This is an optimization exercise on Yosys and OpenROAD, whose aim is small area, a short achievable clock period and few clock cycles per item, not a production implementation.
At most, simulation tests tie the RTL to the original design; equivalence was not proved.

==> run a: inputs <==
## fe_mul51_core
module fe_mul51_core (
    input  wire         clk,
    input  wire         rst_n,
    input  wire         start,
    input  wire [319:0] a,
    input  wire [319:0] b,
    output reg          ready,
    output wire [319:0] out
);
clock: 21.0 ns
lec_check: 0
cap_margin: 20
core_margin: 2
core_utilization: 55
cts_cluster_diameter: 100
cts_cluster_size: 20
place_density: 0.65
slew_margin: 20
synth_hierarchical: 1
synth_minimum_keep_size: 0
standard.sh (not shown) runs the stock make flow with config.mk's settings and CLKGATE_MAP_FILE= SYNTH_SCRIPT=/design/flow/synth_recipe.tcl, a recipe that flattens the netlist after the stock synthesis.
==> flow/flow/run.sh <==
#!/bin/bash
# Own flow: the standard layout (standard.sh: same synthesis, same SDC and
# clock period, same steps), with three optimisation settings changed:
#  - repair_timing keeps a setup slack margin of 15.5 ns, so that it optimises
#    towards a shorter period than the constraint;
#  - the port buffers that the flow inserts on every input and output are
#    sky130_fd_sc_hd__buf_2 instead of the delay cell buffer_ports picks by default;
#  - MATCH_CELL_FOOTPRINT=0 lets the resizer change a cell's size freely.
# Tool output goes to standard.log here and to ORFS's logs under orfs/logs.
set -euo pipefail
export SETUP_SLACK_MARGIN=15.5
export BUFFER_PORTS_ARGS="-buffer_cell sky130_fd_sc_hd__buf_2"
bash standard.sh MATCH_CELL_FOOTPRINT=0 finish > standard.log 2>&1
==> run b: changes against run a <==
--- a/flow/flow/run.sh
+++ b/flow/flow/run.sh
@@ -5,9 +5,9 @@
 #    towards a shorter period than the constraint;
 #  - the port buffers that the flow inserts on every input and output are
-#    sky130_fd_sc_hd__buf_2 instead of the delay cell buffer_ports picks by default;
+#    sky130_fd_sc_hd__buf_1 instead of the delay cell buffer_ports picks by default;
 #  - MATCH_CELL_FOOTPRINT=0 lets the resizer change a cell's size freely.
 # Tool output goes to standard.log here and to ORFS's logs under orfs/logs.
 set -euo pipefail
 export SETUP_SLACK_MARGIN=15.5
-export BUFFER_PORTS_ARGS="-buffer_cell sky130_fd_sc_hd__buf_2"
+export BUFFER_PORTS_ARGS="-buffer_cell sky130_fd_sc_hd__buf_1"
 bash standard.sh MATCH_CELL_FOOTPRINT=0 finish > standard.log 2>&1
==> out/qor.yml <==
drt:
  drt-met1-wl_um: 360000
  num_vias: 197598
worst_setup_path:
  cp.arrival_ns: 1.68
global_route:
  grt_pass1_wl_um: 1520000
outcome:
  status: "complete, no violations"
final_layout:
  multi_input_area_mm2: 0.203
timing:
  fin_hold_ws_ns: 0.541
the above is filed under run b

==> out/qor.yml <==
drt:
  drt-met1-wl_um: 368000
worst_setup_path:
  cp.arrival_ns: 1.65
global_route:
  grt_pass1_wl_um: 1540000
place:
  gp_routability_congestion: 1.03
final_layout:
  multi_input_area_mm2: 0.203
  max_flop_register: "S"
clock_network:
  cts_buffer_depth: 4
outcome:
  status: "complete, no violations"
the above is filed under run a

Function was not checked in any run of this note: the RTL went through the layout flow alone.

==> exp/xenon: inputs <==
fe_mul51_core, a different RTL version from the one above (not shown whole).
export LEC_CHECK = 0
export CAP_MARGIN = 20
export CORE_MARGIN = 2
export CORE_UTILIZATION = 55
export CTS_CLUSTER_DIAMETER = 100
export CTS_CLUSTER_SIZE = 20
export PLACE_DENSITY = 0.65
export SLEW_MARGIN = 20
export SYNTH_HIERARCHICAL = 1
export SYNTH_MINIMUM_KEEP_SIZE = 0
create_clock -name core_clock -period 21.0 [get_ports {clk}]
==> flow/flow/run.sh <==
#!/bin/bash
# Own flow: the standard layout (standard.sh: same synthesis, same SDC and
# clock period, same steps), with three optimisation settings changed:
#  - repair_timing keeps a setup slack margin of 15.5 ns, so that it optimises
#    towards a shorter period than the constraint;
#  - the port buffers that the flow inserts on every input and output are
#    sky130_fd_sc_hd__buf_1 instead of the delay cell buffer_ports picks by default;
#  - MATCH_CELL_FOOTPRINT=0 lets the resizer change a cell's size freely.
# Tool output goes to standard.log here and to ORFS's logs under orfs/logs.
set -euo pipefail
export SETUP_SLACK_MARGIN=15.5
export BUFFER_PORTS_ARGS="-buffer_cell sky130_fd_sc_hd__buf_1"
bash standard.sh MATCH_CELL_FOOTPRINT=0 finish > standard.log 2>&1
==> inputs of exp/harbor, as changes to exp/xenon <==
CTS_CLUSTER_SIZE = 24   (was 20)
==> notes.md <==
Sequential cell count is the same in exp/harbor and exp/xenon. In global-route usage, exp/xenon and exp/harbor hardly differ. In final cell count, exp/xenon and exp/harbor hardly differ. Count of clock-buffer cells in the layout: exp/harbor is lower than exp/xenon (13).
Testbench counts of exp/xenon, summed over its fixed seeds: cycles 9,600, ops 960.
Testbench counts of exp/harbor, summed over its fixed seeds: cycles 9,600, ops 960.

==> amber <==
Another version of the RTL of fe_mul51_core (not shown whole).
==> flow/config.mk <==
export PLATFORM = sky130hd
export DESIGN_NAME = fe_mul51_core
export DESIGN_NICKNAME = fe_mul51_core
export VERILOG_FILES = /design/flow/design.v
export SDC_FILE = /design/flow/constraint.sdc
export NUM_CORES = 8
export LEC_CHECK = 0
export CAP_MARGIN = 20
export CORE_MARGIN = 2
export CORE_UTILIZATION = 55
export PLACE_DENSITY = 0.65
export SLEW_MARGIN = 20
export SYNTH_HIERARCHICAL = 1
export SYNTH_MINIMUM_KEEP_SIZE = 0
==> flow/constraint.sdc <==
create_clock -name core_clock -period 21.0 [get_ports {clk}]
set_input_delay 4.2000 -clock core_clock [delete_from_list [all_inputs] [get_ports {clk}]]
set_output_delay 4.2000 -clock core_clock [all_outputs]
set_load 0.01 [all_outputs]
==> flow/flow/run.sh <==
#!/bin/bash
# Own flow: the standard layout (standard.sh: same synthesis, same SDC and
# clock period, same steps), with three optimisation settings changed:
#  - repair_timing keeps a setup slack margin of 16 ns, so that it optimises
#    towards a shorter period than the constraint;
#  - the port buffers that the flow inserts on every input and output are
#    sky130_fd_sc_hd__buf_2 instead of the delay cell buffer_ports picks by default;
#  - MATCH_CELL_FOOTPRINT=0 lets the resizer change a cell's size freely.
# Tool output goes to standard.log here and to ORFS's logs under orfs/logs.
set -euo pipefail
export SETUP_SLACK_MARGIN=16
export BUFFER_PORTS_ARGS="-buffer_cell sky130_fd_sc_hd__buf_2"
bash standard.sh MATCH_CELL_FOOTPRINT=0 finish > standard.log 2>&1
==> sierra (differences from amber) <==
==> flow/flow/run.sh (replaced) <==
#!/bin/bash
# Own flow: the standard layout (standard.sh: same synthesis, same SDC and
# clock period, same steps), with three optimisation settings changed:
#  - repair_timing keeps a setup slack margin of 15.5 ns, so that it optimises
#    towards a shorter period than the constraint;
#  - the port buffers that the flow inserts on every input and output are
#    sky130_fd_sc_hd__buf_2 instead of the delay cell buffer_ports picks by default;
#  - MATCH_CELL_FOOTPRINT=0 lets the resizer change a cell's size freely.
# Tool output goes to standard.log here and to ORFS's logs under orfs/logs.
set -euo pipefail
export SETUP_SLACK_MARGIN=15.5
export BUFFER_PORTS_ARGS="-buffer_cell sky130_fd_sc_hd__buf_2"
bash standard.sh MATCH_CELL_FOOTPRINT=0 finish > standard.log 2>&1
==> lagoon (differences from amber) <==
==> flow/flow/run.sh (replaced) <==
#!/bin/bash
# Own flow: the standard layout (standard.sh: same synthesis, same SDC and
# clock period, same steps), with three optimisation settings changed:
#  - repair_timing keeps a setup slack margin of 15 ns, so that it optimises
#    towards a shorter period than the constraint;
#  - the port buffers that the flow inserts on every input and output are
#    sky130_fd_sc_hd__buf_2 instead of the delay cell buffer_ports picks by default;
#  - MATCH_CELL_FOOTPRINT=0 lets the resizer change a cell's size freely.
# Tool output goes to standard.log here and to ORFS's logs under orfs/logs.
set -euo pipefail
export SETUP_SLACK_MARGIN=15
export BUFFER_PORTS_ARGS="-buffer_cell sky130_fd_sc_hd__buf_2"
bash standard.sh MATCH_CELL_FOOTPRINT=0 finish > standard.log 2>&1
==> comparison <==
The highest final cell count belongs to amber, the lowest to lagoon.
Sequential share of layout area, lowest first: amber, sierra, lagoon.
Register-to-register slack, highest first: sierra, amber, lagoon.
The highest global-route usage belongs to amber, the lowest to sierra.
==> figures <==
Met2 Resource Use GR: sierra 63.53%; amber 64.41%; lagoon 63.66%
Number of search-and-repair iterations in the first detailed-routing pass: sierra 15; amber 13; lagoon 13
Post-route clock period utilization: sierra 27.69%; amber 27.81%; lagoon 28.75%
Multi-input gate count: sierra 18480; amber 18480; lagoon 18470
Reg-to-Reg Start: sierra C[122]$_DFF_P_; amber C[282]$_DFF_P_; lagoon S[122]$_DFF_P_
Outcome: sierra timing/DRC/antenna clean; amber timing/DRC/antenna clean; lagoon timing/DRC/antenna clean
Data-path buffer share of cell area in the final layout: sierra 4.096%; amber 5.118%; lagoon 2.774%
TritonCTS Buffers: sierra 194; amber 196; lagoon 193
Wire length of the first global-routing pass: sierra 1501000 µm; amber 1515000 µm; lagoon 1501000 µm
Amount of wire on met2 after detailed routing: sierra 429900 µm; amber 439800 µm; lagoon 428300 µm
Final Wtd Congestion: sierra 1.027; amber 1.014; lagoon 1.039
Final routed wirelength across all metal layers: sierra 1068000 µm; amber 1090000 µm; lagoon 1063000 µm
Clock-cell share: sierra 2.582%; amber 2.493%; lagoon 2.683%
Overall routing resource usage: sierra 46.11%; amber 46.60%; lagoon 46.20%
Count of non-filler cells in the finished layout: sierra 28040; amber 28150; lagoon 27820
Function was not checked in any run of this note: the RTL went through the layout flow alone.

==> inputs of trial 28 <==
fe_mul51_core, a different RTL version from the one above (not shown whole).
## fe_mul51_core
module fe_mul51_core (
    input  wire         clk,
    input  wire         rst_n,
    input  wire         start,
    input  wire [319:0] a,
    input  wire [319:0] b,
    output reg          ready,
    output wire [319:0] out
);
==> flow/config.mk <==
export PLATFORM = sky130hd
export DESIGN_NAME = fe_mul51_core
export DESIGN_NICKNAME = fe_mul51_core
export VERILOG_FILES = /design/flow/design.v
export SDC_FILE = /design/flow/constraint.sdc
export NUM_CORES = 8
export LEC_CHECK = 0
export CAP_MARGIN = 20
export CORE_MARGIN = 2
export CORE_UTILIZATION = 55
export PLACE_DENSITY = 0.65
export SLEW_MARGIN = 20
export SYNTH_HIERARCHICAL = 1
export SYNTH_MINIMUM_KEEP_SIZE = 0
==> flow/constraint.sdc <==
create_clock -name core_clock -period 21.0 [get_ports {clk}]
set_input_delay 4.2000 -clock core_clock [delete_from_list [all_inputs] [get_ports {clk}]]
set_output_delay 4.2000 -clock core_clock [all_outputs]
set_load 0.01 [all_outputs]
==> flow/flow/run.sh <==
#!/bin/bash
# Own flow: the standard layout (standard.sh: same synthesis, same SDC and
# clock period, same steps), with three optimisation settings changed:
#  - repair_timing keeps a setup slack margin of 15 ns, so that it optimises
#    towards a shorter period than the constraint;
#  - the port buffers that the flow inserts on every input and output are
#    sky130_fd_sc_hd__buf_2 instead of the delay cell buffer_ports picks by default;
#  - MATCH_CELL_FOOTPRINT=0 lets the resizer change a cell's size freely.
# Tool output goes to standard.log here and to ORFS's logs under orfs/logs.
set -euo pipefail
export SETUP_SLACK_MARGIN=15
export BUFFER_PORTS_ARGS="-buffer_cell sky130_fd_sc_hd__buf_2"
bash standard.sh MATCH_CELL_FOOTPRINT=0 finish > standard.log 2>&1
==> inputs of build 25, as changes to trial 28 <==
--- a/flow/design.v
+++ b/flow/design.v
@@ -13179,11 +13179,12 @@
   tselq u_tsel12 (.ty(ty), .tx(tx), .g(uqg12231), .p(uqp12232), .cv(cv), .y(ysel[12]), .yq(yqsel[12]), .t(tsel[12]));
   tselq u_tsel13 (.ty(ty), .tx(tx), .g(uqg12231), .p(uqp12232), .cv(cv), .y(ysel[13]), .yq(yqsel[13]), .t(tsel[13]));
   tselq u_tsel14 (.ty(ty), .tx(tx), .g(uqg12231), .p(uqp12232), .cv(cv), .y(ysel[14]), .yq(yqsel[14]), .t(tsel[14]));
   tselq u_tsel15 (.ty(ty), .tx(tx), .g(uqg12231), .p(uqp12232), .cv(cv), .y(ysel[15]), .yq(yqsel[15]), .t(tsel[15]));
   wire [254:0] qnext;
-  wire [40:0] qlx = cv ? lxs[40:0] : Q[40:0];
+  wire [40:0] qlx;
+  hold_mux_low u_qlx (.s(cv), .a(lxs[40:0]), .b(Q[40:0]), .y(qlx));
   assign qnext[0] = yqsel[0] ? lys[0] : qlx[0];
   assign qnext[1] = yqsel[0] ? lys[1] : qlx[1];
   assign qnext[2] = yqsel[0] ? lys[2] : qlx[2];
   assign qnext[3] = yqsel[0] ? lys[3] : qlx[3];
   assign qnext[4] = yqsel[0] ? lys[4] : qlx[4];
@@ -13221,11 +13222,12 @@
   assign qnext[36] = yqsel[2] ? lys[36] : qlx[36];
   assign qnext[37] = yqsel[2] ? lys[37] : qlx[37];
   assign qnext[38] = yqsel[2] ? lys[38] : qlx[38];
   assign qnext[39] = yqsel[2] ? lys[39] : qlx[39];
   assign qnext[40] = yqsel[2] ? lys[40] : qlx[40];
-  assign qnext[41] = cv ? (cp[41] ^ (ysel[2] ? by : bx)) : Q[41];
+  wire qu0 = cp[41] ^ (ysel[2] ? by : bx);
+  hold_mux1 u_qu (.s(cv), .a(qu0), .b(Q[41]), .y(qnext[41]));
   wire [212:0] uq = cv ? up[212:0] : Q[254:42];
   rbit u_rbitq0 (.u(uq[0]), .g(1'b0), .p(1'b1), .t(tsel[2]), .r(qnext[42]));
   wire gq1 = cv & ug[0];
   rbit u_rbitq1 (.u(uq[1]), .g(gq1), .p(up[0]), .t(tsel[2]), .r(qnext[43]));
   wire gq2 = cv & uqg10947;
@@ -13709,10 +13711,16 @@
   assign e[44] = d[30];
   assign e[45] = d[31] ^ d[30];
   assign e[46] = d[32] ? (~d[31] & ~d[30]) : (d[31] & d[30]);
   assign e[47] = d[32];
 endmodule
+module hold_mux_low (input wire s, input wire [40:0] a, input wire [40:0] b, output wire [40:0] y);
+  assign y = s ? a : b;
+endmodule
+module hold_mux1 (input wire s, input wire a, input wire b, output wire y);
+  assign y = s ? a : b;
+endmodule
 module hold_mux (input wire s, input wire [254:0] a, input wire [254:0] b, output wire [254:0] y);
   assign y = s ? a : b;
 endmodule
 module rbit (input wire u, input wire g, input wire p, input wire t, output wire r);
   assign r = u ^ (g | (p & t));
==> flow/flow/run.sh (replaced) <==
#!/bin/bash
# Own flow: the standard layout (standard.sh: same synthesis, same SDC and
# clock period, same steps), with three optimisation settings changed:
#  - repair_timing keeps a setup slack margin of 15.5 ns, so that it optimises
#    towards a shorter period than the constraint;
#  - the port buffers that the flow inserts on every input and output are
#    sky130_fd_sc_hd__buf_2 instead of the delay cell buffer_ports picks by default;
#  - MATCH_CELL_FOOTPRINT=0 lets the resizer change a cell's size freely.
# Tool output goes to standard.log here and to ORFS's logs under orfs/logs.
set -euo pipefail
export SETUP_SLACK_MARGIN=15.5
export BUFFER_PORTS_ARGS="-buffer_cell sky130_fd_sc_hd__buf_2"
bash standard.sh MATCH_CELL_FOOTPRINT=0 finish > standard.log 2>&1
CORE_UTILIZATION = 62   (was 55)
PLACE_DENSITY = 0.7   (was 0.65)
==> inputs of trial 59, as changes to trial 28 <==
--- a/flow/design.v
+++ b/flow/design.v
@@ -13179,11 +13179,12 @@
   tselq u_tsel12 (.ty(ty), .tx(tx), .g(uqg12231), .p(uqp12232), .cv(cv), .y(ysel[12]), .yq(yqsel[12]), .t(tsel[12]));
   tselq u_tsel13 (.ty(ty), .tx(tx), .g(uqg12231), .p(uqp12232), .cv(cv), .y(ysel[13]), .yq(yqsel[13]), .t(tsel[13]));
   tselq u_tsel14 (.ty(ty), .tx(tx), .g(uqg12231), .p(uqp12232), .cv(cv), .y(ysel[14]), .yq(yqsel[14]), .t(tsel[14]));
   tselq u_tsel15 (.ty(ty), .tx(tx), .g(uqg12231), .p(uqp12232), .cv(cv), .y(ysel[15]), .yq(yqsel[15]), .t(tsel[15]));
   wire [254:0] qnext;
-  wire [40:0] qlx = cv ? lxs[40:0] : Q[40:0];
+  wire [40:0] qlx;
+  hold_mux_low u_qlx (.s(cv), .a(lxs[40:0]), .b(Q[40:0]), .y(qlx));
   assign qnext[0] = yqsel[0] ? lys[0] : qlx[0];
   assign qnext[1] = yqsel[0] ? lys[1] : qlx[1];
   assign qnext[2] = yqsel[0] ? lys[2] : qlx[2];
   assign qnext[3] = yqsel[0] ? lys[3] : qlx[3];
   assign qnext[4] = yqsel[0] ? lys[4] : qlx[4];
@@ -13221,11 +13222,12 @@
   assign qnext[36] = yqsel[2] ? lys[36] : qlx[36];
   assign qnext[37] = yqsel[2] ? lys[37] : qlx[37];
   assign qnext[38] = yqsel[2] ? lys[38] : qlx[38];
   assign qnext[39] = yqsel[2] ? lys[39] : qlx[39];
   assign qnext[40] = yqsel[2] ? lys[40] : qlx[40];
-  assign qnext[41] = cv ? (cp[41] ^ (ysel[2] ? by : bx)) : Q[41];
+  wire qu0 = cp[41] ^ (ysel[2] ? by : bx);
+  hold_mux1 u_qu (.s(cv), .a(qu0), .b(Q[41]), .y(qnext[41]));
   wire [212:0] uq = cv ? up[212:0] : Q[254:42];
   rbit u_rbitq0 (.u(uq[0]), .g(1'b0), .p(1'b1), .t(tsel[2]), .r(qnext[42]));
   wire gq1 = cv & ug[0];
   rbit u_rbitq1 (.u(uq[1]), .g(gq1), .p(up[0]), .t(tsel[2]), .r(qnext[43]));
   wire gq2 = cv & uqg10947;
@@ -13709,10 +13711,16 @@
   assign e[44] = d[30];
   assign e[45] = d[31] ^ d[30];
   assign e[46] = d[32] ? (~d[31] & ~d[30]) : (d[31] & d[30]);
   assign e[47] = d[32];
 endmodule
+module hold_mux_low (input wire s, input wire [40:0] a, input wire [40:0] b, output wire [40:0] y);
+  assign y = s ? a : b;
+endmodule
+module hold_mux1 (input wire s, input wire a, input wire b, output wire y);
+  assign y = s ? a : b;
+endmodule
 module hold_mux (input wire s, input wire [254:0] a, input wire [254:0] b, output wire [254:0] y);
   assign y = s ? a : b;
 endmodule
 module rbit (input wire u, input wire g, input wire p, input wire t, output wire r);
   assign r = u ^ (g | (p & t));
==> flow/flow/run.sh (replaced) <==
#!/bin/bash
# Own flow: the standard layout (standard.sh: same synthesis, same SDC and
# clock period, same steps), with three optimisation settings changed:
#  - repair_timing keeps a setup slack margin of 15.5 ns, so that it optimises
#    towards a shorter period than the constraint;
#  - the port buffers that the flow inserts on every input and output are
#    sky130_fd_sc_hd__buf_2 instead of the delay cell buffer_ports picks by default;
#  - MATCH_CELL_FOOTPRINT=0 lets the resizer change a cell's size freely.
# Tool output goes to standard.log here and to ORFS's logs under orfs/logs.
set -euo pipefail
export SETUP_SLACK_MARGIN=15.5
export BUFFER_PORTS_ARGS="-buffer_cell sky130_fd_sc_hd__buf_2"
bash standard.sh MATCH_CELL_FOOTPRINT=0 finish > standard.log 2>&1
==> inputs of trial 9, as changes to trial 28 <==
--- a/flow/design.v
+++ b/flow/design.v
@@ -13179,11 +13179,12 @@
   tselq u_tsel12 (.ty(ty), .tx(tx), .g(uqg12231), .p(uqp12232), .cv(cv), .y(ysel[12]), .yq(yqsel[12]), .t(tsel[12]));
   tselq u_tsel13 (.ty(ty), .tx(tx), .g(uqg12231), .p(uqp12232), .cv(cv), .y(ysel[13]), .yq(yqsel[13]), .t(tsel[13]));
   tselq u_tsel14 (.ty(ty), .tx(tx), .g(uqg12231), .p(uqp12232), .cv(cv), .y(ysel[14]), .yq(yqsel[14]), .t(tsel[14]));
   tselq u_tsel15 (.ty(ty), .tx(tx), .g(uqg12231), .p(uqp12232), .cv(cv), .y(ysel[15]), .yq(yqsel[15]), .t(tsel[15]));
   wire [254:0] qnext;
-  wire [40:0] qlx = cv ? lxs[40:0] : Q[40:0];
+  wire [40:0] qlx;
+  hold_mux_low u_qlx (.s(cv), .a(lxs[40:0]), .b(Q[40:0]), .y(qlx));
   assign qnext[0] = yqsel[0] ? lys[0] : qlx[0];
   assign qnext[1] = yqsel[0] ? lys[1] : qlx[1];
   assign qnext[2] = yqsel[0] ? lys[2] : qlx[2];
   assign qnext[3] = yqsel[0] ? lys[3] : qlx[3];
   assign qnext[4] = yqsel[0] ? lys[4] : qlx[4];
@@ -13221,11 +13222,12 @@
   assign qnext[36] = yqsel[2] ? lys[36] : qlx[36];
   assign qnext[37] = yqsel[2] ? lys[37] : qlx[37];
   assign qnext[38] = yqsel[2] ? lys[38] : qlx[38];
   assign qnext[39] = yqsel[2] ? lys[39] : qlx[39];
   assign qnext[40] = yqsel[2] ? lys[40] : qlx[40];
-  assign qnext[41] = cv ? (cp[41] ^ (ysel[2] ? by : bx)) : Q[41];
+  wire qu0 = cp[41] ^ (ysel[2] ? by : bx);
+  hold_mux1 u_qu (.s(cv), .a(qu0), .b(Q[41]), .y(qnext[41]));
   wire [212:0] uq = cv ? up[212:0] : Q[254:42];
   rbit u_rbitq0 (.u(uq[0]), .g(1'b0), .p(1'b1), .t(tsel[2]), .r(qnext[42]));
   wire gq1 = cv & ug[0];
   rbit u_rbitq1 (.u(uq[1]), .g(gq1), .p(up[0]), .t(tsel[2]), .r(qnext[43]));
   wire gq2 = cv & uqg10947;
@@ -13709,10 +13711,16 @@
   assign e[44] = d[30];
   assign e[45] = d[31] ^ d[30];
   assign e[46] = d[32] ? (~d[31] & ~d[30]) : (d[31] & d[30]);
   assign e[47] = d[32];
 endmodule
+module hold_mux_low (input wire s, input wire [40:0] a, input wire [40:0] b, output wire [40:0] y);
+  assign y = s ? a : b;
+endmodule
+module hold_mux1 (input wire s, input wire a, input wire b, output wire y);
+  assign y = s ? a : b;
+endmodule
 module hold_mux (input wire s, input wire [254:0] a, input wire [254:0] b, output wire [254:0] y);
   assign y = s ? a : b;
 endmodule
 module rbit (input wire u, input wire g, input wire p, input wire t, output wire r);
   assign r = u ^ (g | (p & t));
==> flow/flow/run.sh (replaced) <==
#!/bin/bash
# Own flow: the standard layout (standard.sh: same synthesis, same SDC and
# clock period, same steps), with three optimisation settings changed:
#  - repair_timing keeps a setup slack margin of 15.25 ns, so that it optimises
#    towards a shorter period than the constraint;
#  - the port buffers that the flow inserts on every input and output are
#    sky130_fd_sc_hd__buf_2 instead of the delay cell buffer_ports picks by default;
#  - MATCH_CELL_FOOTPRINT=0 lets the resizer change a cell's size freely.
# Tool output goes to standard.log here and to ORFS's logs under orfs/logs.
set -euo pipefail
export SETUP_SLACK_MARGIN=15.25
export BUFFER_PORTS_ARGS="-buffer_cell sky130_fd_sc_hd__buf_2"
bash standard.sh MATCH_CELL_FOOTPRINT=0 finish > standard.log 2>&1
==> notes.md <==
item	trial 28	trial 59	trial 9	build 25
Result of the run	complete, no violations	complete, no violations	complete, no violations	complete, no violations
1st-pass router iterations	14	13	15	22
Buffers excl. clock	1264	1463	1309	1453
Final critical-path share of the clock period	28.7%	27.7%	28.0%	27.6%
Startpoint of the worst register-to-register path	S[189]	S[254]	C[154]	C[254]
Path depth of the worst reg2reg path	16	20	16	19
Sequential cell area	0.0274 sq mm	0.0277 sq mm	0.0274 sq mm	0.0277 sq mm
Worst hold slack	0.513 ns	0.546 ns	0.484 ns	0.539 ns
CLK BUF	222	226	212	224
Final worst setup slack	14.98 ns	15.19 ns	15.13 ns	15.21 ns
HPWL after DPL	708000 um	717000 um	725000 um	692000 um
Required time reported for the critical path endpoint	21.64 ns	16.80 ns	21.83 ns	16.80 ns
Testbench counts of build 25, summed over its fixed seeds: cycles 9,600, ops 960.
Testbench counts of trial 59, summed over its fixed seeds: cycles 9,600, ops 960.
Testbench counts of trial 9, summed over its fixed seeds: cycles 9,600, ops 960.
Only the layout flow was run in trial 28; the RTL was not checked for function there.

## static timing again, ports no longer ideal
No port has a modelled driver above. Below, the same layouts with a new extraction and two added sets of constraints. Step 1 assumes that a clkbuf_16 drives the clock port and a buf_2 every other input. Step 2, shift: input delay + t, output delay - t, t = (earliest + latest rising clock arrival at the registers) / 2. This alone moves slack from input paths to output paths. Three values: ideal, step 1, step 2; two values: the first two.
run	t, ns	slack for setup (ns)	hold slack, ns	worst slew at a driven data input, ns	pins driven straight from the clock port
run a	1.114	15.149 / 15.017 / 14.525	0.544 / 0.544 / 0.544	0.17	1
run b	1.124	15.123 / 14.982 / 14.643	0.541 / 0.541 / 0.541	0.18	1
exp/xenon	1.125	15.103 / 15.042 / 14.495	0.504 / 0.504 / 0.504	0.12	1
exp/harbor	1.093	15.152 / 15.026 / 14.582	0.502 / 0.502 / 0.502	0.13	1
amber	1.118	15.160 / 15.031 / 14.990	0.513 / 0.513 / 0.513	0.10	1
sierra	1.116	15.185 / 15.050 / 14.685	0.506 / 0.506 / 0.506	0.15	1
lagoon	1.112	14.962 / 14.837 / 14.525	0.516 / 0.516 / 0.516	0.10	1
trial 28	1.097	14.976 / 14.879 / 14.433	0.513 / 0.513 / 0.513	0.28	1
build 25	1.132	15.210 / 15.079 / 14.488	0.539 / 0.539 / 0.539	0.23	1
trial 59	1.110	15.193 / 15.053 / 14.420	0.546 / 0.546 / 0.546	0.16	1
trial 9	1.115	15.126 / 15.048 / 14.436	0.484 / 0.484 / 0.484	0.19	1
After both steps setup and hold are still met in every run listed. The setup slack of trial 59, which loses most, moves by -0.140 ns with the drivers and by -0.773 ns with both steps.
